Source: an optimization exercise on an open RTL-to-GDS flow (aim: small area). Production flows keep margins and buffers that such runs may drop.
Only simulation tests tie the RTL to the original design; equivalence was not proved.

### design/flow/config.mk
export PLATFORM = sky130hd
export DESIGN_NAME = Loop
export DESIGN_NICKNAME = Loop
export VERILOG_FILES = /design/flow/design.v
export SDC_FILE = /design/flow/constraint.sdc
export NUM_CORES = 4
export LEC_CHECK = 0
export ABC_AREA = 1
export CAP_MARGIN = 20
export CORE_MARGIN = 2
export CORE_UTILIZATION = 40
export SLEW_MARGIN = 20
### design/flow/constraint.sdc
create_clock -name core_clock -period 45.0 [get_ports {clk}]
set_input_delay 9.0000 -clock core_clock [delete_from_list [all_inputs] [get_ports {clk}]]
set_output_delay 9.0000 -clock core_clock [all_outputs]
set_load 0.01 [all_outputs]
### design/flow/design.v
module TDC_ENCODER(
	input  wire [63:0] samples,
	input  wire        inv_dir,
	output wire [5:0]  pos1,
	output wire [5:0]  pos2
);
	wire [60:1] rises;
	wire [60:1] falls;
	genvar i;
	generate for (i = 1; i <= 60; i = i + 1) begin : g_edge
		assign rises[i] = ~samples[i] & ~samples[i+1] & ~samples[i+2] &  samples[i+3];
		assign falls[i] =  samples[i] &  samples[i+1] &  samples[i+2] & ~samples[i+3];
	end endgenerate
	reg [5:0] pr, pf;
	integer k;
	always @(*) begin
		pr = 6'd0;
		pf = 6'd0;
		for (k = 60; k >= 1; k = k - 1) begin
			if (rises[k]) pr = k[5:0];
			if (falls[k]) pf = k[5:0];
		end
	end
	assign pos1 = inv_dir ? pf : pr;
	assign pos2 = inv_dir ? pr : pf;
endmodule
module Per(
	input  wire        clk,
	input  wire        rst,
	input  wire [5:0]  p1,
	input  wire [5:0]  p2,
	input  wire [2:0]  alpha,
	input  wire        rst_l,
	input  wire [11:0] overwrite_effp,
	output wire [11:0] eff_period
);
	reg [11:0] r2f;
	reg [11:0] f2r;
	wire [6:0]  df     = {1'b0, p2} - {1'b0, p1};
	wire        bt     = ~df[6] & (|df[5:0]);        
	wire [5:0]  d      = bt ? df[5:0] : -df[5:0];    
	wire        isZero = ~|{p1, p2};
	wire [11:0] x = bt ? f2r : r2f;                  
	wire [11:0] y = bt ? r2f : f2r;                  
	wire signed [12:0] v  = {1'b0, d, 6'b0} - {1'b0, x};
	wire signed [12:0] sh = v >>> alpha;
	wire [7:0]  vv = {v[6:0], 1'b0};
	wire        rb = vv[alpha];                      
	wire [11:0] nw = x + sh[11:0] + {11'b0, rb};
	assign eff_period = rst_l ? overwrite_effp : nw + y;
	always @(posedge clk or posedge rst) begin
		if (rst) begin
			r2f <= 12'h800;
			f2r <= 12'h800;
		end else if (isZero) begin
			r2f <= 12'h800;
			f2r <= 12'h800;
		end else if (bt) begin
			f2r <= nw;
		end else begin
			r2f <= nw;
		end
	end
endmodule
module FERR(
	input  wire [5:0]  p,
	input  wire [5:0]  pp,
	input  wire        inv_dpd,
	input  wire [11:0] eff,
	input  wire [12:0] Th,
	input  wire        Tl_nz,
	input  wire [12:0] Gh,
	input  wire [15:0] Gl,
	output wire [15:0] ferr
);
	wire [6:0]  t  = {1'b0, pp} - {1'b0, p};
	wire [6:0]  q  = inv_dpd ? -t : t;
	wire [12:0] Q  = {q, 6'b0};
	wire [12:0] qm = Q - {1'b0, eff};
	wire [12:0] qp = Q + {1'b0, eff};
	wire        gt = ~qm[12] & (|qm);
	wire [11:0] c  = q[6] ? qp[11:0] : gt ? qm[11:0] : Q[11:0];
	wire [12:0] Sh  = {1'b0, c} + Th;
	wire [13:0] U   = {1'b0, Sh} - {2'b0, eff};
	wire        cmp = ~U[13] & ((|U[12:0]) | Tl_nz);
	wire [12:0] Eh  = {1'b0, c} + Gh - (cmp ? {1'b0, eff} : 13'd0);
	wire        rnd = Gl[11] & ~(Eh[12] & ~|Gl[10:0]);
	assign ferr = {Eh[11:0], Gl[15:12]} + {15'b0, rnd};
endmodule
module DPD(
	input  wire        clk,
	input  wire        rst,
	input  wire [5:0]  p1,
	input  wire [5:0]  p2,
	input  wire [11:0] eff,
	input  wire        inv_dpd,
	input  wire [15:0] frac,
	input  wire        openLoop,
	input  wire        rst_l,
	input  wire [18:0] overwrite_dpd,
	output reg  [18:0] dpd_out
);
	reg  [5:0] prev1;
	reg  [5:0] prev2;
	reg        cnt1;    
	reg        cnt2;    
	wire [27:0] M  = eff * frac;
	wire [28:0] G  = -{1'b0, M};
	wire [28:0] T  = G + {2'b0, eff, 15'b0};
	wire [15:0] fe1, fe2;
	FERR e1(.p(p1), .pp(prev1), .inv_dpd(inv_dpd), .eff(eff), .Th(T[28:16]), .Tl_nz(|T[15:0]),
		.Gh(G[28:16]), .Gl(G[15:0]), .ferr(fe1));
	FERR e2(.p(p2), .pp(prev2), .inv_dpd(inv_dpd), .eff(eff), .Th(T[28:16]), .Tl_nz(|T[15:0]),
		.Gh(G[28:16]), .Gl(G[15:0]), .ferr(fe2));
	wire [16:0] avg = {fe2[15], fe2} + {fe1[15], fe1};
	wire [19:0] X   = {dpd_out[18], dpd_out} + {{4{avg[16]}}, avg[16:1]};
	wire        ovf = X[19] ^ X[18];
	wire [18:0] cd  = ovf ? (X[19] ? 19'h40001 : 19'h3ffff) : X[18:0] + {18'b0, avg[0] & ~X[18]};
	always @(posedge clk) begin
		prev1 <= p1;
		prev2 <= p2;
	end
	always @(posedge clk or posedge rst) begin
		if (rst) begin
			cnt1    <= 1'b1;
			cnt2    <= 1'b0;
			dpd_out <= 19'd0;
		end else begin
			cnt1 <= 1'b0;
			cnt2 <= cnt1;
			if (openLoop | cnt1 | cnt2)
				dpd_out <= 19'd0;
			else if (rst_l)
				dpd_out <= overwrite_dpd;
			else
				dpd_out <= cd;
		end
	end
endmodule
module DLF(
	input  wire        clk,
	input  wire        rst,
	input  wire [18:0] dpd,
	input  wire [3:0]  beta,
	input  wire [10:0] knormal,
	input  wire [15:0] dlf_bias,
	output reg  [15:0] dlf_out
);
	reg  [28:0] dlf_int;
	wire [28:0] w  = {{9{dpd[18]}}, dpd, 1'b0};
	wire [28:0] s  = dlf_int + w;
	wire signed [28:0] i2 = (dlf_int[28] & w[28] & ~s[28]) ? 29'h8000000 :
	                 (~dlf_int[28] & ~w[28] & s[28]) ? 29'h0fffffff : s;
	wire [28:0] sh = i2 >>> beta;
	wire [28:0] ps = w + sh;
	wire        neg = ps[28];
	wire [28:0] mag = neg ? -ps : ps;
	wire [39:0] P   = mag * knormal;
	wire        lt  = P > 40'd2147483648;
	wire [15:0] val = P[31:16] + {15'b0, P[15]};
	wire [15:0] co  = lt ? 16'h8000 : neg ? -val : val;
	always @(posedge clk or posedge rst) begin
		if (rst) begin
			dlf_int <= 29'd0;
			dlf_out <= 16'd0;
		end else begin
			dlf_int <= i2;
			dlf_out <= dlf_bias + co;
		end
	end
endmodule
module Loop(
	input wire clk,
	input wire rst,
	input wire [63:0] samples,
	input wire inv_dir,
	input wire inv_dpd,
	input wire [2:0] alpha,
	input wire rst_l_per,
	input wire [11:0] overwrite_effp,
	input wire openLoop,
	input wire rst_l_dpd,
	input wire [18:0] overwrite_dpd,
	input wire [15:0] frac,
	input wire [3:0] beta,
	input wire [10:0] knormal,
	input wire [15:0] dlf_bias,
	output wire [15:0] dlf_out
);
	wire [5:0]  pos1;
	wire [5:0]  pos2;
	wire [11:0] eff_period;
	wire [18:0] dpd_out;
	TDC_ENCODER tdc_encoder (
		.samples(samples),
		.inv_dir(inv_dir),
		.pos1(pos1),
		.pos2(pos2)
	);
	Per period_estimator (
		.clk(clk),
		.rst(rst),
		.p1(pos1),
		.p2(pos2),
		.alpha(alpha),
		.rst_l(rst_l_per),
		.overwrite_effp(overwrite_effp),
		.eff_period(eff_period)
	);
	DPD dpd (
		.clk(clk),
		.rst(rst),
		.p1(pos1),
		.p2(pos2),
		.eff(eff_period),
		.inv_dpd(inv_dpd),
		.frac(frac),
		.openLoop(openLoop),
		.rst_l(rst_l_dpd),
		.overwrite_dpd(overwrite_dpd),
		.dpd_out(dpd_out)
	);
	DLF dlf (
		.clk(clk),
		.rst(rst),
		.dpd(dpd_out),
		.beta(beta),
		.knormal(knormal),
		.dlf_bias(dlf_bias),
		.dlf_out(dlf_out)
	);
endmodule
### design/flow/run.sh
#!/bin/bash
# synth_recipe.tcl (not shown) runs the flow's synth.tcl, then flattens the netlist and writes it again
# the make line also repeats each setting of config.mk as NAME=value (left out here)
make -C /OpenROAD-flow-scripts/flow DESIGN_CONFIG=/design/flow/config.mk WORK_HOME=/design/flow/orfs CLKGATE_MAP_FILE= SYNTH_SCRIPT=/design/flow/synth_recipe.tcl finish
==> impl_metrics.tcl <==
set metrics [dict create \
    fmax_mhz 25.3 \
    clock-sinks 102 \
    slowest_stage "xnor2_1" \
    post_cts_resized 0 \
    firstDrtPassIters 7 \
    routed_wl_microns 102000 \
    chipWidth_microns 311 \
    grt_pass1_vias 33500 \
    fp.dieArea_sq_um 96900 \
    setup_slack_ns 5.41 \
    setup.worst_path.end_class "register" \
    syn_avg_cell_area_sq_um 6.84 \
    fin_util_pct 43.9 \
    post_route_cells_drive_above_1_share_pct 2.67 \
    synth_top_cell_by_area "fa_1" \
    ys_seq_elements 102 \
    place_congestion 0.915 \
    yosysWarnings 4 \
    dp_cells 6855 \
    async_flop_share_pct 88.2 \
    placed_area_sq_um 40700 \
    die_h_microns 311 \
    finalHoldWorstSlack_ns 0.424 \
    grt_max_degree 60 \
    cpPeakStageDelay_ns 0.72 \
    port_buffers 166 \
    overflow 0 \
    pre_cts_ws_ns 5.02 \
    worstPathArrival_ns 39.90 \
    min_period_ns 39.59 \
    status "complete, no violations" \
    postCtsHoldBufs 0 \
    worst_slew_pin_slew_ns 1.08 \
    final_antenna_net_count 0 \
    hp-class "reg -> reg" \
    ys_top_cells_by_area "fa_1, ha_1, nand2_1" \
    critical_path_class "in -> reg" \
    final_hold_viol_count 0 \
    cts_buffers 9 \
    synth-edff-count 0 \
    start_util_pct 40.4 \
    drc 0 \
    design_area_sq_um 41100 \
    hpwl_microns 86800 \
    synth.top_cell.area_share_pct 22.6 \
    crit_path_max_fanout 52 \
    viasPerCell 4.91 \
    yosysMostFrequentCell "nand2_1" \
    fin_cells 6872 \
    initialDrtViolationCount 1986 \
    ys.flop_type "dfrtp_1" \
    finClkSkew_ns 0.0283 \
    postCtsSetupRepairBufs 0 \
    setup_viol 0 \
    fin_crit_sh_pct 88.0 \
    htreeDepth 3 \
    wl_per_cell_microns 14.9 \
    crit_top_cell "nand2_1" \
    track_usage_pct 21.2 \
    crit_buf_inv 21 \
    ys_top_cells_by_count "nand2_1, inv_1, nor2_1, ha_1, fa_1" \
    num_rows 112 \
    worstSetupStartpointType "primary input" \
    rsz0062_at_grt "false" \
    crit_required_ns 45.31 \
    fp.coreArea_sq_um 93500 \
    cpLargestDelayFamily "simple AND/OR/NAND/NOR gates" \
    netlist_instances 5527 \
    clk_pin_slew_ns 0.09 \
    clk_path_buf_depth 2 \
    area_growth_pct 8.68 \
    clock-root-buffer "clkbuf_16" \
    n_fill_cell 9778 \
    cts_tree "done" \
    nets 6627 \
    synth_seq_area_share_pct 6.61 \
    grt_first_pass_wirelength_microns 168000 \
    syn_area_sq_um 37800 \
    insertion_delay_ns 0.40 \
    fin_tns_setup_ns 0 \
    slew_headroom_pct 27.8 \
    ios 168 \
    cap_violations 0 \
    yosysUniqueCellTypes 70 \
    antenna_found_initial 4 \
    vias 33700 \
    finalMaxSlewViolations 0 \
    syn_nets 6542 \
]
flip-flops by register name, indices dropped and copies added (netlist names), 6 cells and up:
register,flops
dpd.prev2,6
period_estimator.f2r,12
dlf.dlf_int,29
dpd.dpd_out,19
dpd.prev1,6
dlf.dlf_out,16
period_estimator.r2f,12
per-layer routing:
metal / wire length (microns) / global-route usage (%)
met3: 4340 / 2.12
met4: 3060 / 5.84
met1: 46300 / 28.0
met5: 0 / 0
met2: 48600 / 36.8
cell families (layout without fill, tap and decap cells):
group	Yosys count	after routing	synth area share (%)
AO/OA/AOI/OAI	740	740	10.9
XOR/XNOR	367	367	8.59
adder cells (fa/ha/maj)	863	863	37.1
buffers and inverters	1286	1376	12.9
flip-flops	102	102	6.61
multiplexers	13	13	0.348
other	1	2	0.00992
AND/OR/NAND/NOR	2155	2155	23.6
cell type report:
class / count / area (sq um) / share of cell area [%]
antenna: 1 / 2.50 / 0.00609
multi-input combinational: 4139 / 30400 / 74.1
inverter: 1168 / 4390 / 10.7
clock buffer: 10 / 229 / 0.558
tap: 1254 / 1570 / 3.82
timing repair buffer: 192 / 1850 / 4.51
sequential: 102 / 2500 / 6.08
clock inverter: 6 / 87.6 / 0.213
worst paths after layout:
path                       slack (ns)                    start  cells after the start                       end
setup / recovery                 5.41              samples[57]                    203           dpd.dpd_out[15]
hold reg to reg                  0.42                 dpd.cnt1                      0                  dpd.cnt2
min in group asynchronous        9.01                      rst                      2  period_estimator.r2f[10]
max in group asynchronous       34.80                      rst                      3            dlf.dlf_out[2]
setup reg to reg                19.40  period_estimator.f2r[0]                    135           dpd.dpd_out[15]
hold / removal                   0.42                 dpd.cnt1                      0                  dpd.cnt2
layout by cell type (no fill, tap or decap), types with 5 or more instances in the layout:
cell type           n
o31ai_1             9
o211ai_1            7
inv_2              12
fa_1              427
a21oi_1           307
o21ai_2            12
xnor2_1            84
dfrtp_1            87
o21ai_0           261
dfxtp_1            12
nand4_1            35
a31oi_1            14
o21ai_1            20
nor2_1            527
nor2_2              9
inv_1            1145
xor2_1            279
nand2_2            27
a21o_1              7
clkdlybuf4s50_1   165
nor3_1            111
ha_1              436
buf_4              26
o21bai_1           56
a211oi_1           16
nand2_1          1171
clkinv_1            9
nor4_1             18
clkbuf_16           9
mux2i_1            12
nand3b_1           14
nand3_1           189
and2_1             13
a22oi_1             5
or2_2              22

-- afterwards: timing with drivers on the ports --
In the flow no input, the clock included, has a driving cell. The finished layout below was timed again as built, in two steps.
Step 1, drivers: a clkbuf_16 drives clk and a buf_2 each remaining input, both assumed.
Step 2 also shifts input and output timing later by t, the mid clock arrival at the registers, as if the neighbouring blocks saw the same clock.
Three values: ideal, step 1, step 2; two values: the first two.
t (ns): 0.450
setup WS [ns]: 5.407 / 5.444 / 4.994
latest minus earliest clock arrival (ns): 0.029 / 0.028
worst slew at a driven data input, ns: 0.10
pins driven straight from the clock port: 1
After both steps setup and hold are still met in this run. The setup slack of this run moves by +0.037 ns with the drivers and by -0.413 ns with both steps.
